This is an optimization exercise on Yosys and OpenROAD, whose aim is small area, not a production implementation.
Only simulation tests tie the RTL to the original design; equivalence was not proved.
Power and IR drop assume default switching activity.

### design.v
module rf_o22ai (input A1, input A2, input B1, input B2, output Y);
    assign Y = ~((A1 | A2) & (B1 | B2));
endmodule
module rf_nor2 (input A, input B, output Y);
    assign Y = ~(A | B);
endmodule
module rf_or16 (input [15:0] t, output y);
    assign y = |t;
endmodule
module rf_nand4 (input A, input B, input C, input D, output Y);
    assign Y = ~(A & B & C & D);
endmodule
module rf_xor2 (input A, input B, output X);
    assign X = A ^ B;
endmodule
module rf_rdbit (input [31:1] seln, input [31:1] q, output y);
    wire [15:0] t;
    genvar k;
    generate for (k = 0; k < 15; k = k + 1) begin : g_t
        rf_o22ai c (.A1(seln[2*k+1]), .A2(q[2*k+1]), .B1(seln[2*k+2]), .B2(q[2*k+2]), .Y(t[k]));
    end endgenerate
    rf_nor2 c15 (.A(seln[31]), .B(q[31]), .Y(t[15]));
    rf_or16 o (.t(t), .y(y));
endmodule
module CPU (clk,reset,pc,inst,Addr,Data_I,Data_O,WE,ACK,STB,debug_next_pc);
    input  clk, reset;
    input  [31:0] inst;
    input  [31:0] Data_I;
    input  ACK;
    output [31:0] pc;
    output [31:0] Addr;
    output [31:0] Data_O;
    output WE;
    output STB;
    output [31:0] debug_next_pc;
    wire [5:0]  op  = inst[31:26];
    wire [5:0]  fn  = inst[5:0];
    wire [4:0]  rs  = inst[25:21];
    wire [4:0]  rt  = inst[20:16];
    wire [4:0]  rd  = inst[15:11];
    wire [4:0]  sa  = inst[10:6];
    wire [15:0] imm = inst[15:0];
    wire rtype  = (op == 6'h00);
    wire i_add  = rtype & (fn == 6'h20);
    wire i_sub  = rtype & (fn == 6'h22);
    wire i_and  = rtype & (fn == 6'h24);
    wire i_or   = rtype & (fn == 6'h25);
    wire i_xor  = rtype & (fn == 6'h26);
    wire i_sll  = rtype & (fn == 6'h00);
    wire i_srl  = rtype & (fn == 6'h02);
    wire i_sra  = rtype & (fn == 6'h03);
    wire i_jr   = rtype & (fn == 6'h08);
    wire i_addi = (op == 6'h08);
    wire i_andi = (op == 6'h0c);
    wire i_ori  = (op == 6'h0d);
    wire i_xori = (op == 6'h0e);
    wire i_lui  = (op == 6'h0f);
    wire i_lw   = (op == 6'h23);
    wire i_sw   = (op == 6'h2b);
    wire i_beq  = (op == 6'h04);
    wire i_bne  = (op == 6'h05);
    wire i_j    = (op == 6'h02);
    wire i_jal  = (op == 6'h03);
    wire is_arith = i_add | i_sub | i_addi;
    wire is_logic = i_and | i_or | i_xor | i_andi | i_ori | i_xori | i_lui;
    wire is_shift = i_sll | i_srl | i_sra;
    assign STB = i_lw | i_sw;
    assign WE  = op[3];                  
    wire   stall = STB & ~ACK;
    wire [31:0] a, b;
    wire [31:0] wd;
    wire        wreg = (is_arith | is_logic | is_shift | i_lw | i_jal) & ~stall;
    wire [4:0]  dest = i_jal ? 5'd31 : (rtype ? rd : rt);
    wire [31:0] wdn = ~wd;
    reg  [31:0] rf [1:31];
    reg  [31:1] pol;
    wire [31:1] en, enn, sna, snb;
    wire [31:0] qb [0:31];           
    wire [31:1] pa, pb;
    genvar r, i;
    generate for (r = 1; r < 32; r = r + 1) begin : g_rf
        assign en[r]  = wreg & (dest == r);
        assign enn[r] = ~en[r];
        assign sna[r] = ~(rs == r);
        assign snb[r] = ~(rt == r);
        wire [31:0] d;
        wire        dp;
        for (i = 0; i < 32; i = i + 1) begin : g_bit
            rf_o22ai c (.A1(en[r]), .A2(rf[r][i]), .B1(enn[r]), .B2(wdn[i]), .Y(d[i]));
            assign qb[i][r] = rf[r][i];
        end
        rf_nor2 cp (.A(en[r]), .B(pol[r]), .Y(dp));
        always @(posedge clk) begin
            rf[r]  <= d;
            pol[r] <= dp;
        end
    end endgenerate
    wire pna, pnb;
    rf_rdbit rpa (.seln(sna), .q(pol), .y(pna));
    rf_rdbit rpb (.seln(snb), .q(pol), .y(pnb));
    generate for (i = 0; i < 32; i = i + 1) begin : g_rd
        wire na, nb;
        rf_rdbit ra (.seln(sna), .q(qb[i][31:1]), .y(na));
        rf_rdbit rb (.seln(snb), .q(qb[i][31:1]), .y(nb));
        rf_xor2 xa (.A(na), .B(pna), .X(a[i]));
        rf_xor2 xb (.A(nb), .B(pnb), .X(b[i]));
    end endgenerate
    wire        sub  = rtype & fn[1] & ~fn[2];
    wire        hi   = ~op[2] & imm[15];             
    wire [31:0] y    = rtype ? (b ^ {32{sub}}) : {{16{hi}}, imm};
    wire [31:0] p    = a ^ y;
    wire [31:0] g    = a & y;
    wire [31:0] sum  = a + y + {31'd0, sub};
    wire [1:0]  lsel = rtype ? fn[1:0] : op[1:0];
    wire [31:0] lres = ({32{lsel[1]}} & p) | ({32{~lsel[1]}} & g) | ({32{lsel[0]}} & p);
    wire        sll  = ~fn[1];
    wire        fill = fn[0] & b[31];
    wire [31:0] brev, srev;
    genvar k;
    generate for (k = 0; k < 32; k = k + 1) begin : g_rev
        assign brev[k] = b[31-k];
    end endgenerate
    wire [31:0] sx   = sll ? brev : b;
    wire [31:0] s0   = sa[0] ? {fill, sx[31:1]} : sx;
    wire [31:0] s1   = sa[1] ? {{2{fill}}, s0[31:2]} : s0;
    wire [31:0] s2   = sa[2] ? {{4{fill}}, s1[31:4]} : s1;
    wire [31:0] s3   = sa[3] ? {{8{fill}}, s2[31:8]} : s2;
    wire [31:0] s4   = sa[4] ? {{16{fill}}, s3[31:16]} : s3;
    generate for (k = 0; k < 32; k = k + 1) begin : g_srev
        assign srev[k] = s4[31-k];
    end endgenerate
    wire [29:0] pc4h = pc[31:2] + 30'd1;
    wire [31:0] pc4  = {pc4h, pc[1:0]};
    wire [31:0] brt  = {pc4h + {{14{imm[15]}}, imm}, pc[1:0]};
    wire        eq   = (a == b);
    wire        taken = (i_beq & eq) | (i_bne & ~eq);
    wire [31:0] next_pc = i_jr ? a :
                          (i_j | i_jal) ? {pc4[31:28], inst[25:0], 2'b00} :
                          taken ? brt : pc4;
    wire is_lgc = i_and | i_or | i_xor | i_andi | i_ori | i_xori;
    assign wd = ({32{i_lw}} & Data_I) |
                ({32{i_jal}} & pc4) |
                ({32{is_shift & sll}} & srev) |
                ({32{is_shift & ~sll}} & s4) |
                ({32{is_lgc}} & lres) |
                ({32{i_lui}} & {imm, 16'd0}) |
                ({32{is_arith}} & sum);
    reg [31:0] pc_r;
    always @(posedge clk or posedge reset)
        if (reset) pc_r <= 32'd0;
        else if (!stall) pc_r <= next_pc;
    assign pc = pc_r;
    assign Addr = sum;
    assign Data_O = b;
    assign debug_next_pc = next_pc;
endmodule
### run.sh
#!/bin/bash
# synth_recipe.tcl (not shown) runs the flow's synth.tcl, then flattens the netlist and writes it again
# the make line also repeats each setting of config.mk as NAME=value (left out here)
make -C /OpenROAD-flow-scripts/flow DESIGN_CONFIG=/design/flow/config.mk WORK_HOME=/design/flow/orfs CLKGATE_MAP_FILE= SYNTH_SCRIPT=/design/flow/synth_recipe.tcl finish
### config.mk
export PLATFORM = sky130hd
export DESIGN_NAME = CPU
export DESIGN_NICKNAME = CPU
export VERILOG_FILES = /design/flow/design.v
export SDC_FILE = /design/flow/constraint.sdc
export NUM_CORES = 4
export LEC_CHECK = 0
export CAP_MARGIN = 20
export CORE_MARGIN = 2
export CORE_UTILIZATION = 55
export CTS_BUF_LIST = sky130_fd_sc_hd__clkbuf_8
export CTS_CLUSTER_DIAMETER = 40
export CTS_CLUSTER_SIZE = 12
export SETUP_SLACK_MARGIN = 0.0
export SLEW_MARGIN = 20
export SYNTH_HIERARCHICAL = 1
export SYNTH_MINIMUM_KEEP_SIZE = 0
### constraint.sdc
create_clock -name core_clock -period 15.0 [get_ports {clk}]
set_input_delay 3.0000 -clock core_clock [delete_from_list [all_inputs] [get_ports {clk}]]
set_output_delay 3.0000 -clock core_clock [all_outputs]
set_load 0.01 [all_outputs]
==> summary.md, run 1 <==
| Metric | Value |
|---|---|
| Status | `complete, no violations` |
| Kind of end point of the critical path | `primary output` |
| CTS Buf Count | `138` |
| Total power of the final layout | `9330 uW` |
| Metal1 wirelength | `85400 um` |
| Overall Global Routing Usage | `0.542` |
| Remaining number of nets flagged by the antenna check after routing | `0` |
| Critical-path cell list | `clkdlybuf4s50_1 > and3_1 > nand2_1 > buf_4 > buf_4 > o22ai_1 > nor4_2 > nand4_1 > xor2_1 > xnor2_1 > o21ai_0 > ha_1 > nand4b_1 > a21oi_1 > o21ai_0 > a211oi_1 > o31ai_4 > xnor2_1 > clkdlybuf4s50_1` |
| Clock root buffer master | `sky130_fd_sc_hd__clkbuf_8` |
| Clock network latency to the later pin of the worst-skew pair | `0.91 ns` |
| Hold Fails Final Rpt | `0` |
| Number of global-route vias before repair | `49695` |
| Slew at the pin closest to its max-slew limit | `1.36 ns` |
| Gate family responsible for the most delay along the worst path | `simple AND/OR/NAND/NOR gates` |
| Worst Path Max Fanout | `18` |
| Largest clock skew in the final design | `0.0815 ns` |
| Max-slew violations | `0` |
| Sequential element share of the synthesized area | `0.450` |
| Min Clock Period, post-route | `14.65 ns` |
| Asr flop ratio synth | `0.0303` |
| Number of buffers inserted for hold repair after clock tree synthesis | `0` |
| Most used DFF post-synth | `sky130_fd_sc_hd__dfxtp_1` |
| Clock tree from TritonCTS | `yes` |
| Resized cells post-CTS | `0` |
| Die area | `88400 um^2` |
| Required @ worst endpoint | `12.00 ns` |
| Initial antenna violation count | `23` |
| Post-CTS Setup Repair Bufs | `0` |
| Origin of the worst min-delay path | `pol[13]` |
| Vias/cell | `8.05` |
| Cell area after synthesis | `47300 um^2` |
| Mean routed wirelength per cell | `36.6 um` |
| Horiz. Die Dim | `297 um` |
| Setup TNS | `0 ns` |
| Nets@finish | `5771` |
| Max transition margin | `0.0867` |
| Bufs and invs on worst path | `4` |
| Total congestion overflow after global routing | `0` |
| Initial Utilization | `0.556` |
| Static leakage | `0.0209 uW` |
| Final critical-path share of the clock period | `0.977` |
| Number of enable flip-flop cells after synthesis | `0` |
| Total Wirelength | `252000 um` |
| Maximum clock rate | `68.3 MHz` |
| Fraction of layout instances using a drive strength above 1 | `0.128` |
| Reg2Reg Depth | `18` |
| Global-route wire length before repair | `356000 um` |
| Hold WC Path Type | `reg -> reg` |
| Area occupied by multi-input gates | `26300 um^2` |
| Top routing layer in use | `met5` |
| # rows | `107` |
| Post-Syn Area per Cell | `9.18 um^2` |
| Register-to-register setup slack | `7.89 ns` |
| Critical Path Source Type | `input pin` |
| Number of distinct standard cells referenced by the synthesized netlist | `87` |
| Endpoint of the most critical register-to-register path | `rf[31][24]` |
| Area grow syn2layout | `19.4%` |
| Area of all sequential standard cells | `21300 um^2` |
| Flip-flop and latch count after synthesis | `1055` |
| R2R Path Start | `rf[23][4]` |
| Unrepaired setup endpoints after global routing | `no` |
| Number of inserted filler cells in the final layout | `7113` |
| Vias | `55516` |
| Final setup violation count | `0` |
| Vertical die dimension | `297 um` |
| IR drop worst, VDD | `0.143 mV` |
| Syn Inst Count | `5153` |
| Routability-driven placement congestion ratio | `1.13` |
| HPWL after detailed placement | `169000 um` |
| Core region area | `85100 um^2` |
| Max-cap check violation count | `0` |
| Buffers added on ports | `196` |
| Residual DRC | `0` |
| CP max stage cell | `sky130_fd_sc_hd__nor4_2` |
| Level count of the clock H-tree | `4` |
| Hold Crit Depth | `1` |
| Clock transition at path regs | `0.08 ns` |
| Synthesized netlist net count | `5285` |
| Yosys warnings | `9` |
| Largest stage delay, worst path | `1.01 ns` |
| Cell Pwr Density | `165 nW/um^2` |
| Clk sinks | `1055` |
| Deepest clock path buffer count | `3` |
| End of the worst hold path | `pol[13]` |
| Crit path arrival time | `11.65 ns` |
| Top Ports | `197` |
| Drt first pass iters | `11` |
| Crit Path Category | `in -> out` |
| Pin count of the biggest net entering global routing | `53` |
| Metal3 WL | `47200 um` |
| Detailed router's first-iteration violation count | `10280` |
| Met2 layer wire length in the routed design | `96700 um` |
routing by layer:
| metal | GRT usage | vias to the layer above |
|---|---|---|
| li1 | - | 22539 |
| met1 | 0.663 | 26089 |
| met2 | 0.745 | 5469 |
| met3 | 0.277 | 1385 |
| met4 | 0.341 | 34 |
| met5 | 0.0471 | - |
cells in the final DEF, fill, tap and decap left out, drive strengths merged, types with 46 or more instances in the layout:
| master | Yosys | final |
|---|---|---|
| nand4 | 96 | 96 |
| clkbuf | 96 | 150 |
| nand2 | 195 | 195 |
| nor2 | 306 | 306 |
| o22ai | 1991 | 1991 |
| buf | 40 | 289 |
| a21oi | 143 | 143 |
| a22oi | 46 | 46 |
| ha | 62 | 62 |
| dfxtp | 1023 | 1023 |
| nand3 | 47 | 47 |
| clkdlybuf4s50 | 0 | 192 |
| inv | 35 | 68 |
| o21ai | 117 | 117 |
| xor2 | 89 | 89 |
| nor4 | 272 | 272 |
| xnor2 | 119 | 119 |
power by group:
part           total [uW]  switching [uW]  leakage, uW  internal, uW
Sequential           3410             291      0.00959          3120
Combinational        3450            2100      0.00970          1350
Clock                2470            1220      0.00159          1250
logic make-up (layout without fill, tap and decap cells):
logic type,Yosys count,count (layout),synth area share
fa+ha+maj,65,65,0.0177
other cells,0,15,0
flops,1055,1055,0.450
buf+inv,173,757,0.0157
xor+xnor,208,208,0.0385
mux,95,95,0.0305
compound gates,2512,2512,0.337
simple gates,1045,1045,0.111
layout make-up:
class                   instances  area share
inverters                      37     0.00246
repair buffers                482      0.0751
clock inverters                89      0.0184
diodes                         15    0.000664
well taps                    1144      0.0253
multi-input cells            3925       0.465
flip-flops and latches       1055       0.377
clock buffers                 149      0.0363
registers in the layout (all words and copies together), names as in the netlist:
register / count
pol: 31
rf: 992
pc_r: 32
modules after synthesis, one instance, submodules excluded, excerpt:
| module | area, um^2 | cells inside |
|---|---|---|
| rf_or16 | 31.3 | 5 |
| rf_o22ai | 6.26 | 1 |
| CPU | 31900 | 2680 |
| rf_nor2 | 3.75 | 1 |
| rf_xor2 | 8.76 | 1 |
stage by stage:
stage,hold WS (ns),util,std cells,area (um^2),setup slack (ns)
floorplan,0.413,-,5153,47300,2.08
global route,0.466,0.663,6886,56500,0.719
detailed placement,0.429,0.624,6636,53100,1.24
CTS,0.442,0.660,6874,56200,1.23
finish,0.444,0.664,6896,56500,0.348
global placement,0.424,0.622,6628,53000,0.474
how the worst max path moves through the flow:
stage                     startpoint       end  slack, ns  cells past startpoint
after floorplan             inst[20]  Addr[28]       2.08                     22
after global placement      inst[16]  Addr[28]       0.47                     22
after detailed placement    inst[20]  Addr[28]       1.24                     22
after CTS                   inst[20]  Addr[28]       1.23                     22
after global routing        inst[20]  Addr[28]       0.72                     22
final                       inst[20]  Addr[27]       0.35                     19
synth_stat cells (18+ instances only):
cell | count | share of area
sky130_fd_sc_hd__o22ai_1 | 1990 | 0.26
sky130_fd_sc_hd__nor2b_1 | 20 | 0.0026
sky130_fd_sc_hd__nor4_1 | 269 | 0.036
sky130_fd_sc_hd__xor2_1 | 89 | 0.016
sky130_fd_sc_hd__a21o_1 | 36 | 0.0057
sky130_fd_sc_hd__and3_1 | 19 | 0.0025
sky130_fd_sc_hd__a22oi_1 | 46 | 0.0073
sky130_fd_sc_hd__xnor2_1 | 119 | 0.022
sky130_fd_sc_hd__nor2_1 | 303 | 0.024
sky130_fd_sc_hd__buf_2 | 26 | 0.0028
sky130_fd_sc_hd__mux2_2 | 29 | 0.0069
sky130_fd_sc_hd__dfxtp_1 | 1023 | 0.43
sky130_fd_sc_hd__a21oi_1 | 141 | 0.015
sky130_fd_sc_hd__ha_1 | 62 | 0.016
sky130_fd_sc_hd__nor3_1 | 33 | 0.0035
sky130_fd_sc_hd__and2_1 | 18 | 0.0024
sky130_fd_sc_hd__dfrtp_1 | 32 | 0.017
sky130_fd_sc_hd__clkbuf_1 | 95 | 0.0075
sky130_fd_sc_hd__a211oi_1 | 21 | 0.0033
sky130_fd_sc_hd__mux2i_1 | 31 | 0.0066
sky130_fd_sc_hd__o21ai_0 | 103 | 0.011
sky130_fd_sc_hd__nand2_1 | 194 | 0.015
sky130_fd_sc_hd__nand3_1 | 47 | 0.0050
sky130_fd_sc_hd__nand4_1 | 96 | 0.013
sky130_fd_sc_hd__mux4_2 | 30 | 0.014
sky130_fd_sc_hd__inv_1 | 35 | 0.0028
==> inputs of run 2 (changes only) <==
==> flow/run.sh (new file) <==
#!/bin/bash
# Layout flow: the standard ORFS flow (standard.sh, unchanged synthesis) with two changes:
#  - ports are buffered with the smallest buffer cell (buf_1);
#  - the clock tree uses clkbuf_8 with small sink clusters and no dummy loads.
# The whole make output goes to flow_standard.log in the work folder.
set -euo pipefail
bash standard.sh \
  "BUFFER_PORTS_ARGS=-buffer_cell sky130_fd_sc_hd__buf_1" \
  "CTS_ARGS=-sink_clustering_enable -repair_clock_nets -buf_list sky130_fd_sc_hd__clkbuf_8 -sink_clustering_size 12 -sink_clustering_max_diameter 40 -dont_use_dummy_load" \
  "${@:-finish}" > flow_standard.log 2>&1
==> standard.sh (new file) <==
#!/bin/bash
# synth_recipe.tcl (not shown) runs the flow's synth.tcl, then flattens the netlist and writes it again
# the make line also repeats each setting of config.mk as NAME=value (left out here)
make -C /OpenROAD-flow-scripts/flow DESIGN_CONFIG=/design/flow/config.mk WORK_HOME=/design/flow/orfs CLKGATE_MAP_FILE= SYNTH_SCRIPT=/design/flow/synth_recipe.tcl "${@:-finish}"
--- a/config.mk
+++ b/config.mk
@@ -8,9 +8,6 @@
 export CAP_MARGIN = 20
 export CORE_MARGIN = 2
 export CORE_UTILIZATION = 55
-export CTS_BUF_LIST = sky130_fd_sc_hd__clkbuf_8
-export CTS_CLUSTER_DIAMETER = 40
-export CTS_CLUSTER_SIZE = 12
 export SETUP_SLACK_MARGIN = 0.0
 export SLEW_MARGIN = 20
 export SYNTH_HIERARCHICAL = 1
removed: run.sh
==> run 2 against run 1 <==
  * Still clean
  * Die area stayed put
  * Synthesized cell count stayed put
  * Via count is 0.60% lower
  * First-iteration DRC count is 0.26% higher
  * Clock power is 26% lower
  * Clock skew is 0.025 ns higher
  * Worst hold slack worse by 0.0054 ns
  * Setup slack better by 0.85 ns
  * Count of clock-buffer cells in the layout is 13 lower
  * Register-to-register slack better by 0.12 ns
  * Combinational power is 7.8% lower
  * Cell area is 4.7% lower
==> summary.md, run 2 <==
| Metric | Value |
|---|---|
| Status | `complete, no violations` |
| Number of buffers inserted for hold repair after clock tree synthesis | `0 (unchanged)` |
| Deepest clock path buffer count | `3 (unchanged)` |
| Most common cell after layout, fill and taps aside | `sky130_fd_sc_hd__o22ai_1` |
| Critical Path Source Type | `input pin` |
| Required @ worst endpoint | `12.00 ns (about the same)` |
| Drt first pass iters | `10 (-1)` |
| End of the worst hold path | `pol[3]` |
| Largest register FFs | `992 (unchanged)` |
| Final setup violation count | `0 (unchanged)` |
| Origin of the worst min-delay path | `pol[3]` |
| Clock network latency to the later pin of the worst-skew pair | `0.88 ns (-0.03 ns)` |
| Most used cells in the layout excluding fill and tap cells | `sky130_fd_sc_hd__o22ai_1, sky130_fd_sc_hd__dfxtp_1, sky130_fd_sc_hd__nor2_1` |
| Vertical die dimension | `297 um (unchanged)` |
| Initial Utilization | `0.556 (unchanged)` |
| Setup TNS | `0 ns (unchanged)` |
| Total Wirelength | `253000 um (+0.20%)` |
| Largest register by flop count | `rf` |
| Nets@finish | `5747 (-0.42%)` |
| Max-cap check violation count | `0 (unchanged)` |
| Pin count of the biggest net entering global routing | `53 (unchanged)` |
| Register-to-register setup slack | `8.01 ns (+0.12 ns)` |
| Area occupied by multi-input gates | `26300 um^2 (about the same)` |
| Endpoint of the most critical register-to-register path | `rf[2][5]` |
| Clock transition at path regs | `0.04 ns (-0.04 ns)` |
| Post-synthesis adder-cell area fraction | `0.0177 (unchanged)` |
| Util after Layout | `0.632 (-0.0312)` |
| Buffers added on ports | `196 (unchanged)` |
| IR drop worst, VDD | `0.118 mV (-17%)` |
| Top cells by area in the synthesized netlist | `sky130_fd_sc_hd__dfxtp_1, sky130_fd_sc_hd__o22ai_1, sky130_fd_sc_hd__nor4_1, sky130_fd_sc_hd__nor2_1, sky130_fd_sc_hd__xnor2_1` |
| Static leakage | `0.0196 uW (-6.1%)` |
| Top cell types by occurrence after synthesis | `sky130_fd_sc_hd__o22ai_1, sky130_fd_sc_hd__dfxtp_1, sky130_fd_sc_hd__nor2_1, sky130_fd_sc_hd__nor4_1, sky130_fd_sc_hd__nand2_1` |
| Worst Path Max Fanout | `19 (+1)` |
| Mean routed wirelength per cell | `37.3 um (+2.0%)` |
| Hold Fails Final Rpt | `0 (unchanged)` |
| Routability-driven placement congestion ratio | `1.12 (-0.62%)` |
| Yosys warnings | `9 (unchanged)` |
| Synthesized-area fraction occupied by ao, oa, aoi and oai cells | `0.337 (unchanged)` |
| Horiz. Die Dim | `297 um (unchanged)` |
| Syn Inst Count | `5153 (unchanged)` |
| Vias | `55181 (-0.60%)` |
| Resized cells post-CTS | `0 (unchanged)` |
| # rows | `107 (unchanged)` |
| Post-Syn Area per Cell | `9.18 um^2 (unchanged)` |
| Crit Path Category | `in -> out` |
| Area share of the largest cell type after synthesis | `0.433 (unchanged)` |
| Post-synth top area cell | `sky130_fd_sc_hd__dfxtp_1` |
| Total congestion overflow after global routing | `0 (unchanged)` |
| Largest clock skew in the final design | `0.107 ns (+0.0253 ns)` |
| Area grow syn2layout | `13.8%` |
| Synthesized netlist net count | `5285 (unchanged)` |
| Die area | `88400 um^2 (unchanged)` |
| Main combinational cell family by area after synthesis | `compound AO/OA/AOI/OAI gates` |
| Initial antenna violation count | `26 (+13%)` |
| Final critical-path share of the clock period | `0.920 (-0.0566)` |
| Instance area at placement | `51700 um^2 (-2.8%)` |
| Area of all sequential standard cells | `21300 um^2 (unchanged)` |
| Overall Global Routing Usage | `0.549 (+0.00613)` |
| Hold WC Path Type | `reg -> reg` |
| Sequential element share of the synthesized area | `0.450 (unchanged)` |
| Global-route wire length before repair | `357000 um (+0.34%)` |
| Top Ports | `197 (unchanged)` |
| Max-slew violations | `0 (unchanged)` |
| Crit path arrival time | `10.80 ns (-0.85 ns)` |
| Top Registers | `rf (992), pc_r (32), pol (31)` |
| Asr flop ratio synth | `0.0303 (unchanged)` |
| Flip-flop and latch count after synthesis | `1055 (unchanged)` |
| Residual DRC | `0 (unchanged)` |
| Net switching power | `3390 uW (-6.1%)` |
| Kind of end point of the critical path | `primary output` |
| Simple logic cell fraction of the synthesized area | `0.111 (unchanged)` |
| Detailed router's first-iteration violation count | `10307 (+0.26%)` |
| Worst Slack Setup Final | `1.20 ns (+0.849 ns)` |
| Number of inserted filler cells in the final layout | `7423 (+4.4%)` |
| Unrepaired setup endpoints after global routing | `no` |
| Fraction of power spent switching nets | `0.404 (+0.0171)` |
| Slew at the pin closest to its max-slew limit | `1.37 ns (+0.0116 ns)` |
| Number of distinct standard cells referenced by the synthesized netlist | `87 (unchanged)` |
| Max transition margin | `0.0781 (-0.00861)` |
| Number of global-route vias before repair | `49259 (-0.88%)` |
| Remaining number of nets flagged by the antenna check after routing | `0 (unchanged)` |
| Most used DFF post-synth | `sky130_fd_sc_hd__dfxtp_1` |
| Logic gate share of total power | `0.378 (+0.008)` |
| Fraction of layout instances using a drive strength above 1 | `0.112 (-0.0161)` |
| Clock tree from TritonCTS | `yes` |
| Min Clock Period, post-route | `13.80 ns (-0.849 ns)` |
| Level count of the clock H-tree | `4 (unchanged)` |
| Fraction of synthesized cell area in xor and xnor cells | `0.0385 (unchanged)` |
| Cell area after synthesis | `47300 um^2 (unchanged)` |
| Proportion of power drawn by the clock network | `0.216 (-0.049)` |
| Reg2Reg Depth | `16 (-2)` |
| Cell Pwr Density | `156 nW/um^2 (-5.6%)` |
| Post-route design area | `53800 um^2 (-4.7%)` |
| Maximum clock rate | `72.4 MHz (+6.1%)` |
| R2R Path Start | `rf[26][31]` |
| Vias/cell | `8.15 (+1.2%)` |
| Library cell with the highest instance count after synthesis | `sky130_fd_sc_hd__o22ai_1` |
| Hold Crit Depth | `1 (unchanged)` |
| Internal | `5000 uW (-13%)` |
| Post-CTS Setup Repair Bufs | `0 (unchanged)` |
| Fraction of synthesized area in multiplexers | `0.0305 (unchanged)` |
| Post-place setup slack | `1.68 ns (+0.443 ns)` |
| HPWL after detailed placement | `170000 um (+0.47%)` |
| CTS Buf Count | `136 (-1.4%)` |
| Cell count after placement | `6609 (-0.41%)` |
| Non-filler cells, final | `6771 (-1.8%)` |
| Clock root buffer master | `sky130_fd_sc_hd__clkbuf_8` |
| Core region area | `85100 um^2 (unchanged)` |
| Clk sinks | `1055 (unchanged)` |
| Share of power burned in registers | `0.405 (+0.039)` |
| Number of enable flip-flop cells after synthesis | `0 (unchanged)` |
[run 2: changes by cell type in the layout (fill, tap and decap cells not counted), moves of 8 or more]
| cell | delta |
|---|---|
| sky130_fd_sc_hd__buf_1 | +191 |
| sky130_fd_sc_hd__buf_4 | -17 |
| sky130_fd_sc_hd__bufinv_16 | -17 |
| sky130_fd_sc_hd__clkbuf_8 | -13 |
| sky130_fd_sc_hd__clkdlybuf4s50_1 | -192 |
| sky130_fd_sc_hd__clkinv_2 | -15 |
| sky130_fd_sc_hd__clkinvlp_4 | -16 |
| sky130_fd_sc_hd__inv_1 | -15 |
| sky130_fd_sc_hd__inv_6 | -8 |
| sky130_fd_sc_hd__inv_8 | -8 |
[run 2: per-module statistics from Yosys (local to each module, per instance), a selection]
module	cell area (um^2)	flip-flops and latches	copies in the design	cells
rf_nor2	3.75	0	97	1
rf_o22ai	6.26	0	1982	1
rf_xor2	8.76	0	64	1
rf_or16	31.3	0	66	5
CPU	31900	1055	1	2680
[run 2: through the flow]
stage	hold WS (ns)	total power (uW)
2_1_floorplan	0.413	5180
3_3_place_gp	0.423	6390
3_5_place_dp	0.430	6410
4_1_cts	0.436	8160
5_1_grt	0.450	8590
6_report	0.439	8400
[run 2: worst max path at each step]
stage	start	endpoint	slack (ns)	depth (start not counted)
global route	inst[17]	Addr[28]	1.26	22
CTS	inst[16]	Addr[28]	1.66	22
global placement	inst[16]	Addr[28]	1.79	22
floorplan	inst[20]	Addr[28]	2.08	22
detailed placement	inst[16]	Addr[28]	1.68	22
finish	inst[17]	Addr[28]	1.20	21
[run 2: cells by family (layout without fill, tap and decap cells)]
group           count (synthesis)  after routing
compound gates               2512           2512
flops                        1055           1055
simple gates                 1045           1045
xor+xnor                      208            208
buf+inv                       173            633
mux                            95             95
fa+ha+maj                      65             65
other cells                     0             14
[run 2: worst max-delay path: stages]
cell                       delay (ns)
sky130_fd_sc_hd__buf_1           0.60
sky130_fd_sc_hd__nor2b_1         0.29
sky130_fd_sc_hd__nand2_1         0.78
sky130_fd_sc_hd__buf_4           0.47
sky130_fd_sc_hd__o22ai_1         0.15
sky130_fd_sc_hd__nor4_1          0.78
sky130_fd_sc_hd__nand4_1         0.22
sky130_fd_sc_hd__xor2_1          0.74
sky130_fd_sc_hd__mux2_2          0.41
sky130_fd_sc_hd__o21ai_0         0.37
sky130_fd_sc_hd__ha_1            0.39
sky130_fd_sc_hd__a211oi_2        0.21
sky130_fd_sc_hd__nor2_1          0.11
sky130_fd_sc_hd__o41ai_2         0.43
sky130_fd_sc_hd__o22ai_1         0.14
sky130_fd_sc_hd__a311o_1         0.44
sky130_fd_sc_hd__o31a_1          0.34
sky130_fd_sc_hd__a31oi_4         0.26
sky130_fd_sc_hd__o21ai_0         0.12
sky130_fd_sc_hd__xor2_1          0.30
sky130_fd_sc_hd__buf_1           0.19
[run 2: power by group through the flow]
stage,Clock [uW],Sequential (uW),Combinational [uW]
final,1820,3400,3180
after global routing,1910,3440,3250
after CTS,1790,3390,2970
after detailed placement,0,3450,2970
after global placement,0,3440,2950
after floorplan,0,3400,1780
[run 2: metal layers]
layer,track usage,up-vias,routed length (um)
li1,-,22405,-
met1,0.683,25877,86600
met2,0.743,5430,97300
met3,0.258,1453,45300
met4,0.379,16,23600
met5,0.0173,-,99
[run 2: final cells by class]
| cell class | count | share of cell area |
|---|---|---|
| diodes | 14 | 0.000651 |
| clock buffers | 136 | 0.0348 |
| inverters | 37 | 0.00258 |
| multi-input cells | 3925 | 0.488 |
| flip-flops and latches | 1055 | 0.395 |
| well taps | 1144 | 0.0266 |
| repair buffers | 460 | 0.0518 |
==> inputs of run 3 (changes only) <==
--- a/design.v
+++ b/design.v
@@ -121,11 +121,8 @@
         assign brev[k] = b[31-k];
     end endgenerate
     wire [31:0] sx   = sll ? brev : b;
-    wire [31:0] s0   = sa[0] ? {fill, sx[31:1]} : sx;
-    wire [31:0] s1   = sa[1] ? {{2{fill}}, s0[31:2]} : s0;
-    wire [31:0] s2   = sa[2] ? {{4{fill}}, s1[31:4]} : s1;
-    wire [31:0] s3   = sa[3] ? {{8{fill}}, s2[31:8]} : s2;
-    wire [31:0] s4   = sa[4] ? {{16{fill}}, s3[31:16]} : s3;
+    wire [32:0] sxs  = $signed({fill, sx}) >>> sa;
+    wire [31:0] s4   = sxs[31:0];
     generate for (k = 0; k < 32; k = k + 1) begin : g_srev
         assign srev[k] = s4[31-k];
     end endgenerate
--- a/flow/run.sh
+++ b/flow/run.sh
@@ -6,5 +6,5 @@
 set -euo pipefail
 bash standard.sh \
   "BUFFER_PORTS_ARGS=-buffer_cell sky130_fd_sc_hd__buf_1" \
-  "CTS_ARGS=-sink_clustering_enable -repair_clock_nets -buf_list sky130_fd_sc_hd__clkbuf_8 -sink_clustering_size 12 -sink_clustering_max_diameter 40 -dont_use_dummy_load" \
+  "CTS_ARGS=-sink_clustering_enable -repair_clock_nets -buf_list sky130_fd_sc_hd__clkbuf_8 -sink_clustering_size 16 -sink_clustering_max_diameter 50 -dont_use_dummy_load" \
   "${@:-finish}" > flow_standard.log 2>&1
==> config.mk (replaced) <==
export PLATFORM = sky130hd
export DESIGN_NAME = CPU
export DESIGN_NICKNAME = CPU
export VERILOG_FILES = /design/flow/design.v
export SDC_FILE = /design/flow/constraint.sdc
export NUM_CORES = 4
export LEC_CHECK = 0
export CAP_MARGIN = 0
export CORE_MARGIN = 2
export CORE_UTILIZATION = 62
export SETUP_SLACK_MARGIN = 0.0
export SLEW_MARGIN = 0
export SYNTH_HIERARCHICAL = 1
export SYNTH_MINIMUM_KEEP_SIZE = 0
==> run 3 against run 2 <==
  * The layout now fails its checks (capacitance limit, slew limit)
  * Global-route usage up 5.6 points
  * Die area shrank 12%
  * Count of clock-buffer cells in the layout decreased by 45
  * Fmax fell by 1.4%
  * Clock power shrank 19%
  * Clock skew up 0.033 ns
  * Synthesized cell count fell by 0.47%
  * Critical endpoint is now debug_next_pc[27]
==> summary.md, run 3 <==
| Metric | Value |
|---|---|
| Status | `complete, but fails checks` |
| Fail Reasons | `capacitance limit, slew limit` |
| Largest register by flop count | `rf` |
| Core region area | `75600 um^2 (-11%)` |
| Overall Global Routing Usage | `0.604 (+0.0556)` |
| Logic gate share of total power | `0.387 (+0.009)` |
| Endpoint of the most critical register-to-register path | `rf[5][25]` |
| Post-synth top area cell | `sky130_fd_sc_hd__dfxtp_1` |
| Residual DRC | `0 (unchanged)` |
| Clock tree from TritonCTS | `yes` |
| Library cell with the highest instance count after synthesis | `sky130_fd_sc_hd__o22ai_1` |
| Internal | `4700 uW (-6.0%)` |
| Gate family responsible for the most delay along the worst path | `simple AND/OR/NAND/NOR gates` |
| Number of buffers inserted for hold repair after clock tree synthesis | `0 (unchanged)` |
| CTS Buf Count | `91 (-33%)` |
| Static leakage | `0.0197 uW (+0.40%)` |
| Deepest clock path buffer count | `3 (unchanged)` |
| Clock transition at path regs | `0.08 ns (+0.04 ns)` |
| Unrepaired setup endpoints after global routing | `no` |
| Initial Utilization | `0.623 (+0.0675)` |
| Critical-path cell list | `buf_1 > nor3b_1 > nand2_1 > buf_4 > o22ai_1 > nor4_1 > nand4_1 > xor2_1 > xnor2_1 > nand4_1 > nor4_1 > a31o_2 > nand2_1 > nor2_1 > a221oi_1 > a21oi_1 > buf_1` |
| Hold Crit Depth | `1 (unchanged)` |
| Worst Path Max Fanout | `19 (unchanged)` |
| Max-cap check violation count | `18 (+18)` |
| Synthesized netlist net count | `5261 (-0.45%)` |
| HPWL after detailed placement | `162000 um (-4.6%)` |
| R2R Path Start | `rf[25][11]` |
| Total congestion overflow after global routing | `0 (unchanged)` |
| Nets@finish | `5685 (-1.1%)` |
| Post-CTS Setup Repair Bufs | `0 (unchanged)` |
| Share of power burned in registers | `0.427 (+0.022)` |
| Top cell types by occurrence after synthesis | `sky130_fd_sc_hd__o22ai_1, sky130_fd_sc_hd__dfxtp_1, sky130_fd_sc_hd__nor4_1, sky130_fd_sc_hd__nor2_1, sky130_fd_sc_hd__nand2_1` |
| Main combinational cell family by area after synthesis | `compound AO/OA/AOI/OAI gates` |
| Cell Pwr Density | `151 nW/um^2 (-3.3%)` |
| Post-route design area | `52600 um^2 (-2.3%)` |
| Routability-driven placement congestion ratio | `1.16 (+3.1%)` |
| Pin count of the biggest net entering global routing | `56 (+5.7%)` |
| Yosys warnings | `9 (unchanged)` |
| Most used cells in the layout excluding fill and tap cells | `sky130_fd_sc_hd__o22ai_1, sky130_fd_sc_hd__dfxtp_1, sky130_fd_sc_hd__nor2_1` |
| Hold Fails Final Rpt | `0 (unchanged)` |
| Hold WC Path Type | `reg -> reg` |
| Simple logic cell fraction of the synthesized area | `0.107 (-0.00373)` |
| Net switching power | `3230 uW (-4.8%)` |
| Register-to-register setup slack | `7.58 ns (-0.43 ns)` |
| Flip-flop and latch count after synthesis | `1055 (unchanged)` |
| Remaining number of nets flagged by the antenna check after routing | `0 (unchanged)` |
| Horiz. Die Dim | `280 um (-6.0%)` |
| Vias | `56169 (+1.8%)` |
| Required @ worst endpoint | `12.00 ns (about the same)` |
| Area share of the largest cell type after synthesis | `0.435 (+0.00203)` |
| CP max stage cell | `sky130_fd_sc_hd__nor4_1` |
| Instance area at placement | `51200 um^2 (-0.97%)` |
| Die area | `78200 um^2 (-12%)` |
| Synthesized-area fraction occupied by ao, oa, aoi and oai cells | `0.338 (+0.00173)` |
| Fraction of power spent switching nets | `0.407 (+0.00312)` |
| Cell area after synthesis | `47100 um^2 (-0.47%)` |
| Largest register FFs | `992 (unchanged)` |
| Setup TNS | `0 ns (unchanged)` |
| Detailed router's first-iteration violation count | `11972 (+16%)` |
| Bufs and invs on worst path | `3 (unchanged)` |
| Number of inserted filler cells in the final layout | `6092 (-18%)` |
| Sequential element share of the synthesized area | `0.452 (+0.00210)` |
| Util after Layout | `0.696 (+0.0635)` |
| Drt first pass iters | `14 (+4)` |
| Vias/cell | `8.58 (+5.2%)` |
| IR drop worst, VDD | `0.108 mV (-8.1%)` |
| Number of global-route vias before repair | `49773 (+1.0%)` |
| Clock root buffer master | `sky130_fd_sc_hd__clkbuf_8` |
| Clk sinks | `1055 (unchanged)` |
| Critical Path Source Type | `input pin` |
| Buffers added on ports | `196 (unchanged)` |
| Final critical-path share of the clock period | `0.933 (+0.0133)` |
| Top cells by area in the synthesized netlist | `sky130_fd_sc_hd__dfxtp_1, sky130_fd_sc_hd__o22ai_1, sky130_fd_sc_hd__nor4_1, sky130_fd_sc_hd__xor2_1, sky130_fd_sc_hd__nor2_1` |
| Vertical die dimension | `280 um (-6.0%)` |
| Area grow syn2layout | `11.7%` |
| Origin of the worst min-delay path | `pol[16]` |
| # rows | `101 (-5.6%)` |
| Largest stage delay, worst path | `1.33 ns (+0.55 ns)` |
| Largest clock skew in the final design | `0.139 ns (+0.0326 ns)` |
| Fraction of synthesized area in multiplexers | `0.0310 (+0.000515)` |
| Top Ports | `197 (unchanged)` |
| Kind of end point of the critical path | `primary output` |
| Syn Inst Count | `5129 (-0.47%)` |
| Proportion of power drawn by the clock network | `0.186 (-0.030)` |
| Level count of the clock H-tree | `3 (-1)` |
| End of the worst hold path | `pol[16]` |
| Global-route wire length before repair | `348000 um (-2.7%)` |
| Max transition margin | `-0.185 (-0.264)` |
| Final setup violation count | `0 (unchanged)` |
| Crit path arrival time | `11.00 ns (+0.20 ns)` |
| Fraction of synthesized cell area in xor and xnor cells | `0.0381 (-0.000378)` |
| Min Clock Period, post-route | `14.00 ns (+0.199 ns)` |
| Max-slew violations | `36 (+36)` |
| Fraction of layout instances using a drive strength above 1 | `0.0957 (-0.0159)` |
| Slew at the pin closest to its max-slew limit | `1.76 ns (+0.392 ns)` |
| Most common cell after layout, fill and taps aside | `sky130_fd_sc_hd__o22ai_1` |
| Post-synthesis adder-cell area fraction | `0.0178 (+0.0000826)` |
| Asr flop ratio synth | `0.0303 (unchanged)` |
| Most used DFF post-synth | `sky130_fd_sc_hd__dfxtp_1` |
| Clock network latency to the later pin of the worst-skew pair | `0.82 ns (-0.06 ns)` |
| Top Registers | `rf (992), pc_r (32), pol (31)` |
| Number of distinct standard cells referenced by the synthesized netlist | `85 (-2.3%)` |
| Maximum clock rate | `71.4 MHz (-1.4%)` |
| Mean routed wirelength per cell | `37.8 um (+1.3%)` |
| Resized cells post-CTS | `0 (unchanged)` |
| Crit Path Category | `in -> out` |
| Initial antenna violation count | `21 (-19%)` |
| Reg2Reg Depth | `17 (+1)` |
| Total Wirelength | `248000 um (-2.0%)` |
| Post-Syn Area per Cell | `9.18 um^2 (about the same)` |
| Number of enable flip-flop cells after synthesis | `0 (unchanged)` |
## run 3: cell type report
class / instances / area (um^2) / share of cell area
inverter: 63 / 236 / 0.00450
clock buffer: 91 / 1250 / 0.0238
sequential: 1055 / 21300 / 0.405
multi-input combinational: 3886 / 25800 / 0.491
timing repair buffer: 456 / 2710 / 0.0516
antenna: 20 / 50.0 / 0.000952
tap: 978 / 1220 / 0.0233
## run 3: worst max-delay path by stage
stage / from / end / slack (ns) / depth (start not counted)
finish: inst[16] / debug_next_pc[27] / 1.0 / 17
global route: inst[16] / debug_next_pc[27] / 1.46 / 17
CTS: inst[16] / Addr[30] / 2.02 / 22
detailed placement: inst[16] / Addr[30] / 2.03 / 22
global placement: inst[20] / Addr[31] / 1.77 / 21
floorplan: inst[20] / Addr[18] / 2.42 / 19
## run 3: kinds of logic after synthesis
group                      count (synthesis)
muxes                                     99
DFF                                     1055
and+or+nand+nor                         1003
buffers and inverters                    188
xor gates and xnor gates                 205
adders and majority gates                 65
AOI/OAI and AO/OA                       2514
## run 3: per-module statistics from Yosys, one instance, submodules excluded, excerpt
module | cell area [um^2] | flops+latches
CPU | 31700 | 1055
rf_nor2 | 3.75 | 0
rf_o22ai | 6.26 | 0
rf_or16 | 31.3 | 0
rf_xor2 | 8.76 | 0
## run 3: metal layers
layer  global-route usage  up-vias  routed length [um]
met5               0.0338        -                 708
met4                0.483       32               28700
met3                0.356     1979               48800
met2                0.788     6096               90400
met1                0.705    25845               79100
li1                     -    22217                   -
## run 3: metrics by stage
| stage | cells | power, uW | hold slack, ns | setup slack (ns) |
|---|---|---|---|---|
| 2_1_floorplan | 5129 | 5120 | 0.413 | 2.42 |
| 3_3_place_gp | 6434 | 6250 | 0.425 | 1.77 |
| 3_5_place_dp | 6435 | 6280 | 0.432 | 2.03 |
| 4_1_cts | 6526 | 7660 | 0.442 | 2.02 |
| 5_1_grt | 6531 | 8090 | 0.460 | 1.46 |
| 6_report | 6549 | 7930 | 0.448 | 0.998 |
## run 3: power by group through the flow
stage                     logic, uW  registers [uW]  clock network [uW]
after global placement         2830            3420                   0
after detailed placement       2850            3430                   0
final                          3070            3390                1470
after CTS                      2860            3370                1430
after global routing           3130            3420                1540
after floorplan                1730            3390                   0
==> inputs of run 4 (changes only) <==
--- a/config.mk
+++ b/config.mk
@@ -5,10 +5,10 @@
 export SDC_FILE = /design/flow/constraint.sdc
 export NUM_CORES = 4
 export LEC_CHECK = 0
-export CAP_MARGIN = 0
+export CAP_MARGIN = 20
 export CORE_MARGIN = 2
 export CORE_UTILIZATION = 62
 export SETUP_SLACK_MARGIN = 0.0
-export SLEW_MARGIN = 0
+export SLEW_MARGIN = 20
 export SYNTH_HIERARCHICAL = 1
 export SYNTH_MINIMUM_KEEP_SIZE = 0
==> run 4 against run 3 <==
  * Now clean on timing, DRC and antenna
  * First-iteration DRC count shrank 2.1%
  * Combinational power hardly changed
  * Sequential power hardly changed
  * Cell count grew 0.23%
  * Worst hold slack about the same
  * Global-route usage grew 0.28 points
  * Sequential cell count stayed put
==> summary.md, run 4 <==
| Metric | Value |
|---|---|
| Synthesized netlist net count | `5261 (unchanged)` |
| Max transition margin | `0.0410 (+0.226)` |
| Net switching power | `3250 uW (+0.75%)` |
| Status | `complete, no violations` |
| Buffers added on ports | `196 (unchanged)` |
| Number of global-route vias before repair | `49836 (+0.13%)` |
| Largest register by flop count | `rf` |
| IR drop worst, VDD | `0.105 mV (-3.0%)` |
| Hold WC Path Type | `reg -> reg` |
| Remaining number of nets flagged by the antenna check after routing | `0 (unchanged)` |
| Most used cells in the layout excluding fill and tap cells | `sky130_fd_sc_hd__o22ai_1, sky130_fd_sc_hd__dfxtp_1, sky130_fd_sc_hd__nor2_1` |
| Crit path arrival time | `10.97 ns (-0.03 ns)` |
| Area grow syn2layout | `12.5%` |
| Total Wirelength | `249000 um (+0.35%)` |
| Slew at the pin closest to its max-slew limit | `1.43 ns (-0.337 ns)` |
| Cell area after synthesis | `47100 um^2 (unchanged)` |
| Final critical-path share of the clock period | `0.931 (-0.00245)` |
| Cell Pwr Density | `151 nW/um^2 (-0.11%)` |
| Top cells by area in the synthesized netlist | `sky130_fd_sc_hd__dfxtp_1, sky130_fd_sc_hd__o22ai_1, sky130_fd_sc_hd__nor4_1, sky130_fd_sc_hd__xor2_1, sky130_fd_sc_hd__nor2_1` |
| Initial Utilization | `0.623 (unchanged)` |
| Fraction of power spent switching nets | `0.408 (+0.000621)` |
| Core region area | `75600 um^2 (unchanged)` |
| Clock root buffer master | `sky130_fd_sc_hd__clkbuf_8` |
| Die area | `78200 um^2 (unchanged)` |
| Proportion of power drawn by the clock network | `0.187 (about the same)` |
| Clock network latency to the later pin of the worst-skew pair | `0.80 ns (-0.02 ns)` |
| Vias | `56617 (+0.80%)` |
| HPWL after detailed placement | `162000 um (+0.28%)` |
| Clock transition at path regs | `0.08 ns (about the same)` |
| Clock tree from TritonCTS | `yes` |
| Largest clock skew in the final design | `0.144 ns (+0.00476 ns)` |
| Smallest hold slack | `0.448 ns (+0.0000510 ns)` |
| CTS Buf Count | `93 (+2.2%)` |
| Number of distinct standard cells referenced by the synthesized netlist | `85 (unchanged)` |
| Vertical die dimension | `280 um (unchanged)` |
| Top Ports | `197 (unchanged)` |
| Fraction of layout instances using a drive strength above 1 | `0.103 (+0.00723)` |
| Routability-driven placement congestion ratio | `1.16 (unchanged)` |
| Residual DRC | `0 (unchanged)` |
| Max-cap check violation count | `0 (-18)` |
| Critical Path Source Type | `input pin` |
| Pin count of the biggest net entering global routing | `56 (unchanged)` |
| Syn Inst Count | `5129 (unchanged)` |
| Vias/cell | `8.63 (+0.57%)` |
| Logic gate share of total power | `0.388 (about the same)` |
| Worst Path Max Fanout | `20 (+1)` |
| Kind of end point of the critical path | `primary output` |
| Number of enable flip-flop cells after synthesis | `0 (unchanged)` |
| Resized cells post-CTS | `0 (unchanged)` |
| Origin of the worst min-delay path | `pol[10]` |
| Final setup violation count | `0 (unchanged)` |
| Post-synth top area cell | `sky130_fd_sc_hd__dfxtp_1` |
| Initial antenna violation count | `18 (-14%)` |
| Mean routed wirelength per cell | `37.9 um (+0.12%)` |
| Post-CTS Setup Repair Bufs | `0 (unchanged)` |
| Maximum clock rate | `71.6 MHz (+0.26%)` |
| Required @ worst endpoint | `12.00 ns (about the same)` |
| Asr flop ratio synth | `0.0303 (unchanged)` |
| Setup TNS | `0 ns (unchanged)` |
| Flip-flop and latch count after synthesis | `1055 (unchanged)` |
| Post-Syn Area per Cell | `9.18 um^2 (unchanged)` |
| Hold Crit Depth | `1 (unchanged)` |
| Yosys warnings | `9 (unchanged)` |
| Util after Layout | `0.701 (+0.00495)` |
| Source of the critical timing path | `inst[16]` |
| Area share of the largest cell type after synthesis | `0.435 (unchanged)` |
| Unrepaired setup endpoints after global routing | `no` |
| Most common cell after layout, fill and taps aside | `sky130_fd_sc_hd__o22ai_1` |
| Nets@finish | `5703 (+0.32%)` |
| Share of power burned in registers | `0.425 (-0.002)` |
| Min Clock Period, post-route | `13.97 ns (-0.0367 ns)` |
| Clk sinks | `1055 (unchanged)` |
| Static leakage | `0.0198 uW (+0.81%)` |
| Detailed router's first-iteration violation count | `11719 (-2.1%)` |
| R2R Path Start | `rf[21][11]` |
| Max-slew violations | `0 (-100%)` |
| Sequential element share of the synthesized area | `0.452 (unchanged)` |
| Horiz. Die Dim | `280 um (unchanged)` |
| Global-route wire length before repair | `350000 um (+0.53%)` |
| Most used DFF post-synth | `sky130_fd_sc_hd__dfxtp_1` |
| Overall Global Routing Usage | `0.607 (+0.00279)` |
| Reg2Reg Depth | `18 (+1)` |
| Level count of the clock H-tree | `3 (unchanged)` |
| Total congestion overflow after global routing | `0 (unchanged)` |
| Largest register FFs | `992 (unchanged)` |
| # rows | `101 (unchanged)` |
| Library cell with the highest instance count after synthesis | `sky130_fd_sc_hd__o22ai_1` |
| Deepest clock path buffer count | `3 (unchanged)` |
| Crit Path Category | `in -> out` |
| Hold Fails Final Rpt | `0 (unchanged)` |
| Drt first pass iters | `20 (+6)` |
| Number of buffers inserted for hold repair after clock tree synthesis | `0 (unchanged)` |
| Internal | `4720 uW (+0.49%)` |
| Top cell types by occurrence after synthesis | `sky130_fd_sc_hd__o22ai_1, sky130_fd_sc_hd__dfxtp_1, sky130_fd_sc_hd__nor4_1, sky130_fd_sc_hd__nor2_1, sky130_fd_sc_hd__nand2_1` |
| Top Registers | `rf (992), pc_r (32), pol (31)` |
run 4: cell counts after synthesis:
No cell type changed its count.
run 4: critical path, cell delays in order:
cell,delay (ns)
sky130_fd_sc_hd__buf_1,0.45
sky130_fd_sc_hd__nor3b_1,0.24
sky130_fd_sc_hd__nand2_1,0.68
sky130_fd_sc_hd__buf_4,0.49
sky130_fd_sc_hd__o22ai_1,0.13
sky130_fd_sc_hd__nor4_1,1.08
sky130_fd_sc_hd__nand4_1,0.43
sky130_fd_sc_hd__xor2_1,1.11
sky130_fd_sc_hd__xor2_1,0.19
sky130_fd_sc_hd__o21ai_0,0.09
sky130_fd_sc_hd__ha_1,0.41
sky130_fd_sc_hd__and4_1,0.29
sky130_fd_sc_hd__and3_1,0.19
sky130_fd_sc_hd__and3_1,0.18
sky130_fd_sc_hd__a211o_1,0.38
sky130_fd_sc_hd__a31oi_1,0.47
sky130_fd_sc_hd__o21ai_1,0.23
sky130_fd_sc_hd__a21o_1,0.24
sky130_fd_sc_hd__a21oi_1,0.17
sky130_fd_sc_hd__xnor2_1,0.24
sky130_fd_sc_hd__buf_1,0.20
run 4: Yosys stat by module, one instance, submodules excluded, excerpt:
module | flip-flops and latches | cells | cell area, um^2 | times used
CPU | 1055 | 2656 | 31700 | 1
rf_xor2 | 0 | 1 | 8.76 | 64
rf_nor2 | 0 | 1 | 3.75 | 97
rf_or16 | 0 | 5 | 31.3 | 66
rf_o22ai | 0 | 1 | 6.26 | 1982
run 4: routing by layer:
metal / vias up / track usage / wire length (um)
met1: 26050 / 0.714 / 79800
met3: 2027 / 0.349 / 48700
met4: 28 / 0.469 / 28800
met5: - / 0.0569 / 624
met2: 6240 / 0.797 / 90600
li1: 22272 / - / -
run 4: logic make-up after synthesis:
family                     Yosys count  share of synthesized area
xor gates and xnor gates           205                     0.0381
adders and majority gates           65                     0.0178
buffers and inverters              188                     0.0154
and+or+nand+nor                   1003                      0.107
DFF                               1055                      0.452
muxes                               99                     0.0310
AOI/OAI and AO/OA                 2514                      0.338
run 4: final timing paths:
kind | to | slack, ns
hold / removal | pol[10] | 0.45
max in group asynchronous | pc_r[28] | 12.27
min in group asynchronous | pc_r[24] | 2.33
hold reg to reg | pol[10] | 0.45
setup / recovery | Addr[25] | 1.03
setup reg to reg | rf[5][25] | 7.83
run 4: layout make-up:
type | count | area (um^2)
Antenna cell | 17 | 42.5
Sequential cell | 1055 | 21300
Inverter | 63 | 236
Tap cell | 978 | 1220
Fill cell | 6046 | 22600
Clock buffer | 93 | 1280
Multi-Input combinational cell | 3886 | 26000
Timing Repair Buffer | 472 | 2870
run 4: power groups by stage:
stage	clock network [uW]	logic, uW	registers (uW)
2_1_floorplan	0	1730	3390
3_3_place_gp	0	2830	3420
3_5_place_dp	0	2850	3430
4_1_cts	1450	2860	3370
5_1_grt	1550	3150	3420
6_report	1490	3100	3390
run 4: per-stage QoR:
step	worst slack, ns	instance area, um^2	std cells	power (uW)
2_1_floorplan	2.42	47100	5129	5120
3_3_place_gp	1.77	51100	6434	6250
3_5_place_dp	1.93	51300	6444	6290
4_1_cts	1.90	52600	6537	7680
5_1_grt	1.46	52900	6552	8130
6_report	1.03	53000	6564	7980
==> inputs of run 5 (changes only) <==
==> flow/run.sh (replaced) <==
#!/bin/bash
# Layout flow: the standard ORFS flow (standard.sh) with these changes:
#  - synthesis runs synth_recipe.tcl through flow/synth_area.tcl, which only swaps the ABC
#    script for the area-oriented flow/abc_area.script (registers are unchanged);
#  - ports are buffered with the smallest buffer cell (buf_1);
#  - the clock tree uses clkbuf_8 with small sink clusters and no dummy loads.
# The whole make output goes to flow_standard.log in the work folder.
set -euo pipefail
W=$PWD
export FLOW_ABC_SCRIPT=$W/flow/abc_area.script
export FLOW_REF_SYNTH=$W/synth_recipe.tcl
bash standard.sh \
  "SYNTH_SCRIPT=$W/flow/synth_area.tcl" \
  "BUFFER_PORTS_ARGS=-buffer_cell sky130_fd_sc_hd__buf_1" \
  "CTS_ARGS=-sink_clustering_enable -repair_clock_nets -buf_list sky130_fd_sc_hd__clkbuf_8 -sink_clustering_size 16 -sink_clustering_max_diameter 50 -dont_use_dummy_load" \
  "${@:-finish}" > flow_standard.log 2>&1
==> flow/abc_area.script (new file) <==
&get -n
&st
&dch
&nf -R 1000
&st
&syn2
&if -g -K 6
&synch2
&nf -R 1000
&st
&syn2
&if -g -K 6
&synch2
&nf -R 1000
&st
&syn2
&if -g -K 6
&synch2
&nf -R 1000
&st
&syn2
&if -g -K 6
&synch2
&nf -R 1000
&st
&syn2
&if -g -K 6
&synch2
&nf -R 1000
&put
topo
stime -c
dnsize -c
==> flow/synth_area.tcl (new file) <==
# The standard flow's own synthesis (synth_recipe.tcl, which sources ORFS's synth.tcl), with one change:
# Yosys's abc call runs flow/abc_area.script (ORFS's speed script with delay relaxed in
# every &nf mapping and without ABC's buffering and upsizing) in place of ORFS's script.
proc abc {args} {
  set i [lsearch -exact $args -script]
  if {$i >= 0} { lset args [expr {$i + 1}] $::env(FLOW_ABC_SCRIPT) }
  puts "abc: using $::env(FLOW_ABC_SCRIPT)"
  yosys abc {*}$args
}
source $::env(FLOW_REF_SYNTH)
==> run 5 against run 4 <==
  * The layout now fails its checks (capacitance limit, slew limit)
  * Combinational power decreased by 5%
  * Sequential cell count unchanged
  * Cell area decreased by 1.1%
  * First-iteration DRC count increased by 9.1%
  * Cell count increased by 0.20%
  * Fmax decreased by 2.3%
  * Global-route usage increased by 0.37 points
  * Total power decreased by 1.8%
  * Count of clock-buffer cells in the layout decreased by 1
  * Largest power group unchanged
  * Register-to-register slack got worse by 0.54 ns
  * Utilization increased by 1.3 points
  * Die area decreased by 2.1%
==> summary.md, run 5 <==
| Metric | Value |
|---|---|
| Kind of end point of the critical path | `primary output` |
| Detailed router's first-iteration violation count | `12786 (+9.1%)` |
| Post-synth top area cell | `sky130_fd_sc_hd__dfxtp_1` |
| Residual DRC | `0 (unchanged)` |
| Nets@finish | `5704 (+0.018%)` |
| Fail Reasons | `capacitance limit, slew limit` |
| Clock tree from TritonCTS | `yes` |
| Mean routed wirelength per cell | `37.6 um (-0.67%)` |
| Routability-driven placement congestion ratio | `1.17 (+0.99%)` |
| Util after Layout | `0.714 (+0.0134)` |
| Max-cap check violation count | `4 (+4)` |
| Non-filler cells, final | `6577 (+0.20%)` |
| HPWL after detailed placement | `163000 um (+0.32%)` |
| Total congestion overflow after global routing | `0 (unchanged)` |
| Source of the critical timing path | `inst[16]` |
| Deepest clock path buffer count | `3 (unchanged)` |
| Worst Path Max Fanout | `39 (+95%)` |
| Post-Syn Area per Cell | `9.21 um^2 (+0.33%)` |
| Static leakage | `0.0193 uW (-2.6%)` |
| Final setup violation count | `0 (unchanged)` |
| Buffers added on ports | `196 (unchanged)` |
| Global-route track usage on met2 | `0.842 (+0.0452)` |
| Top cells by area in the synthesized netlist | `sky130_fd_sc_hd__dfxtp_1, sky130_fd_sc_hd__o22ai_1, sky130_fd_sc_hd__nor4_1, sky130_fd_sc_hd__nor2_1, sky130_fd_sc_hd__xor2_1` |
| # rows | `99 (-2.0%)` |
| Crit path arrival time | `11.29 ns (+0.32 ns)` |
| Remaining number of nets flagged by the antenna check after routing | `0 (unchanged)` |
| Post-route design area | `52400 um^2 (-1.1%)` |
| Total Wirelength | `247000 um (-0.47%)` |
| Clock transition at path regs | `0.07 ns (about the same)` |
| Flip-flop and latch count after synthesis | `1055 (unchanged)` |
| R2R Path Start | `rf[3][2]` |
| Unrepaired setup endpoints after global routing | `no` |
| Cell Pwr Density | `150 nW/um^2 (-0.72%)` |
| Max transition margin | `-0.0772 (-0.118)` |
| Final critical-path share of the clock period | `0.953 (+0.0216)` |
| Asr flop ratio synth | `0.0303 (unchanged)` |
| Status | `complete, but fails checks` |
| Slew at the pin closest to its max-slew limit | `1.60 ns (+0.177 ns)` |
| Overall Global Routing Usage | `0.611 (+0.00370)` |
| Top Usage Layer GRT | `met2` |
| Resized cells post-CTS | `0 (unchanged)` |
| Number of enable flip-flop cells after synthesis | `0 (unchanged)` |
| Number of buffers inserted for hold repair after clock tree synthesis | `0 (unchanged)` |
| Global-route wire length before repair | `348000 um (-0.43%)` |
| Top cell types by occurrence after synthesis | `sky130_fd_sc_hd__o22ai_1, sky130_fd_sc_hd__dfxtp_1, sky130_fd_sc_hd__nor2_1, sky130_fd_sc_hd__nor4_1, sky130_fd_sc_hd__nand2_1` |
| Clock root buffer master | `sky130_fd_sc_hd__clkbuf_8` |
| Area grow syn2layout | `13.6%` |
| Hold Fails Final Rpt | `0 (unchanged)` |
| Reg2Reg Depth | `24 (+6)` |
| Top Registers | `rf (992), pc_r (32), pol (31)` |
| Top Ports | `197 (unchanged)` |
| Post-CTS Setup Repair Bufs | `0 (unchanged)` |
| GRT met3 Usage | `0.336 (-0.0126)` |
| Yosys warnings | `9 (unchanged)` |
| Number of inserted filler cells in the final layout | `5610 (-7.2%)` |
| Critical Path Source Type | `input pin` |
| Maximum clock rate | `70.0 MHz (-2.3%)` |
| Horiz. Die Dim | `277 um (-1.0%)` |
| Area share of the largest cell type after synthesis | `0.444 (+0.00930)` |
| Crit path to | `debug_next_pc[18]` |
| Level count of the clock H-tree | `3 (unchanged)` |
| Fraction of layout instances using a drive strength above 1 | `0.0908 (-0.0120)` |
| Syn Inst Count | `5005 (-2.4%)` |
| Clock network latency to the later pin of the worst-skew pair | `0.83 ns (+0.03 ns)` |
| Most used cells in the layout excluding fill and tap cells | `sky130_fd_sc_hd__o22ai_1, sky130_fd_sc_hd__dfxtp_1, sky130_fd_sc_hd__nor2_1` |
| Library cell with the highest instance count after synthesis | `sky130_fd_sc_hd__o22ai_1` |
| Endpoint of the most critical register-to-register path | `rf[29][28]` |
| Vertical die dimension | `277 um (-1.0%)` |
| Number of distinct standard cells referenced by the synthesized netlist | `62 (-27%)` |
| Most common cell after layout, fill and taps aside | `sky130_fd_sc_hd__o22ai_1` |
| Sequential element share of the synthesized area | `0.462 (+0.00967)` |
| Most used DFF post-synth | `sky130_fd_sc_hd__dfxtp_1` |
| Number of global-route vias before repair | `50582 (+1.5%)` |
| Register-to-register setup slack | `7.29 ns (-0.54 ns)` |
| Pin count of the biggest net entering global routing | `58 (+3.6%)` |
| Die area | `76500 um^2 (-2.1%)` |
| Crit Path Category | `in -> out` |
| IR drop worst, VDD | `0.114 mV (+8.1%)` |
| Vias | `57279 (+1.2%)` |
| Min Clock Period, post-route | `14.29 ns (+0.323 ns)` |
| Required @ worst endpoint | `12.00 ns (about the same)` |
| Hold WC Path Type | `reg -> reg` |
| Largest clock skew in the final design | `0.171 ns (+0.0263 ns)` |
| Setup TNS | `0 ns (unchanged)` |
| Synthesized netlist net count | `5137 (-2.4%)` |
| Cell count after placement | `6428 (-0.25%)` |
| Largest register by flop count | `rf` |
| Vias/cell | `8.71 (+0.97%)` |
| Initial antenna violation count | `57 (+39)` |
| Smallest hold slack | `0.446 ns (-0.00192 ns)` |
| Cell area after synthesis | `46100 um^2 (-2.1%)` |
| Instance area at placement | `50800 um^2 (-1.0%)` |
| Core region area | `73300 um^2 (-3.0%)` |
| Initial Utilization | `0.629 (+0.00558)` |
| Drt first pass iters | `17 (-15%)` |
| Max-slew violations | `6 (+6)` |
| CTS Buf Count | `92 (-1.1%)` |
| Clk sinks | `1055 (unchanged)` |
| Largest register FFs | `992 (unchanged)` |
| Met1 Track Usage GR | `0.671 (-0.0433)` |
-- run 5: changes by cell type in the layout (fill, tap and decap cells not counted), sizes merged, moves of 11 or more --
cell and change:
nand2 +33, a221oi +12, nor2 +40, mux2 -17, a22o -11, inv -56
clkinv +49, xor2 +11, o21ai +18, diode +31, a21o -15
-- run 5: how the worst min path moves through the flow --
| stage | startpoint | end | cells past startpoint |
|---|---|---|---|
| 3_5_place_dp | pol[28] | pol[28] | 1 |
| 2_1_floorplan | pol[11] | pol[11] | 1 |
| 4_1_cts | pol[21] | pol[21] | 1 |
| 6_report | pol[30] | pol[30] | 1 |
| 3_3_place_gp | pol[5] | pol[5] | 1 |
| 5_1_grt | pol[23] | pol[23] | 1 |
-- run 5: power breakdown --
group	leakage, uW	internal [uW]	switching, uW
logic	0.00905	991	1970
clock network	0.000662	545	936
registers	0.00960	3110	283
total	0.0193	4650	3190
-- run 5: modules after synthesis, one instance, submodules excluded, a selection --
module / area [um^2] / flip-flops and latches / cells inside
rf_or16: 31.3 / 0 / 5
rf_nor2: 3.75 / 0 / 1
rf_xor2: 8.76 / 0 / 1
CPU: 30700 / 1055 / 2532
rf_o22ai: 6.26 / 0 / 1
-- run 5: kinds of logic (layout without fill, tap and decap cells) --
logic type,after synthesis,in the layout,share of synthesized area
XOR/XNOR,210,210,0.0399
AO/OA/AOI/OAI,2479,2479,0.337
adder cells (fa/ha/maj),65,65,0.0181
buffers and inverters,57,622,0.00472
AND/OR/NAND/NOR,1067,1067,0.114
multiplexers,72,72,0.0254
flip-flops,1055,1055,0.462
other,0,48,0
-- run 5: layout make-up --
cell class	instances	area, um^2	share of cell area
diodes	48	120	0.00229
clock buffers	92	1270	0.0242
inverters	56	213	0.00406
multi-input cells	3893	25400	0.484
flip-flops and latches	1055	21300	0.406
well taps	959	1200	0.0229
repair buffers	474	2940	0.0561
-- run 5: layer usage --
metal	wire [um]	up-vias
met3	46400	2455
met5	783	-
li1	-	22158
met2	92600	6574
met1	75800	26051
met4	31700	41
-- run 5: critical path: stages --
cell and delay [ns]:
sky130_fd_sc_hd__buf_1 0.52, sky130_fd_sc_hd__and3b_1 0.38, sky130_fd_sc_hd__nand2_1 0.81, sky130_fd_sc_hd__buf_4 0.42
sky130_fd_sc_hd__o22ai_1 0.12, sky130_fd_sc_hd__nor4_1 0.98, sky130_fd_sc_hd__nand4_1 0.83, sky130_fd_sc_hd__xor2_1 1.08
sky130_fd_sc_hd__xor2_1 0.17, sky130_fd_sc_hd__nor4_1 0.39, sky130_fd_sc_hd__nand4_1 0.13, sky130_fd_sc_hd__nor2_1 0.38
sky130_fd_sc_hd__xnor2_1 0.16, sky130_fd_sc_hd__nand4b_1 0.15, sky130_fd_sc_hd__buf_4 0.41, sky130_fd_sc_hd__nand2_1 0.39
sky130_fd_sc_hd__o221ai_1 0.58, sky130_fd_sc_hd__o21ai_0 0.20, sky130_fd_sc_hd__buf_1 0.17
-- run 5: per-stage QoR --
step | power, uW | worst slack [ns]
2_1_floorplan | 5000 | 1.77
3_3_place_gp | 6100 | 1.46
3_5_place_dp | 6160 | 1.44
4_1_cts | 7540 | 1.40
5_1_grt | 7960 | 0.656
6_report | 7830 | 0.711

[static timing again, ports no longer ideal]
In the flow no input, the clock included, has a driving cell. The finished layouts below were timed again as built, in two steps.
Step 1: set_driving_cell puts a clkbuf_16 on clk and a buf_2 on each other input, an assumption about the parent block.
Step 2, shift: input delay + t, output delay - t, t = (earliest + latest rising clock arrival at the registers) / 2. This alone moves slack from input paths to output paths.
Slacks: ideal / step 1 / step 2; pairs: ideal / step 1.
| run | t, ns | slack for setup (ns) | hold slack, ns | worst setup path after step 2 | worst register clock-pin slew, ns |
|---|---|---|---|---|---|
| run 1 | 0.938 | 0.348 / 0.301 / 0.301 | 0.444 / 0.444 / 0.444 | input to output | 0.09 / 0.09 |
| run 2 | 0.895 | 1.197 / 1.163 / 1.163 | 0.439 / 0.439 / 0.439 | input to output | 0.08 / 0.08 |
| run 3 | 0.816 | 0.998 / 0.974 / 0.974 | 0.448 / 0.448 / 0.448 | input to output | 0.11 / 0.11 |
| run 4 | 0.797 | 1.034 / 1.011 / 1.011 | 0.448 / 0.448 / 0.448 | input to output | 0.10 / 0.10 |
| run 5 | 0.821 | 0.711 / 0.683 / 0.683 | 0.446 / 0.446 / 0.446 | input to output | 0.11 / 0.11 |
For run 1, which loses most, drivers alone change the setup slack by -0.047 ns; drivers and shift together by -0.047 ns.
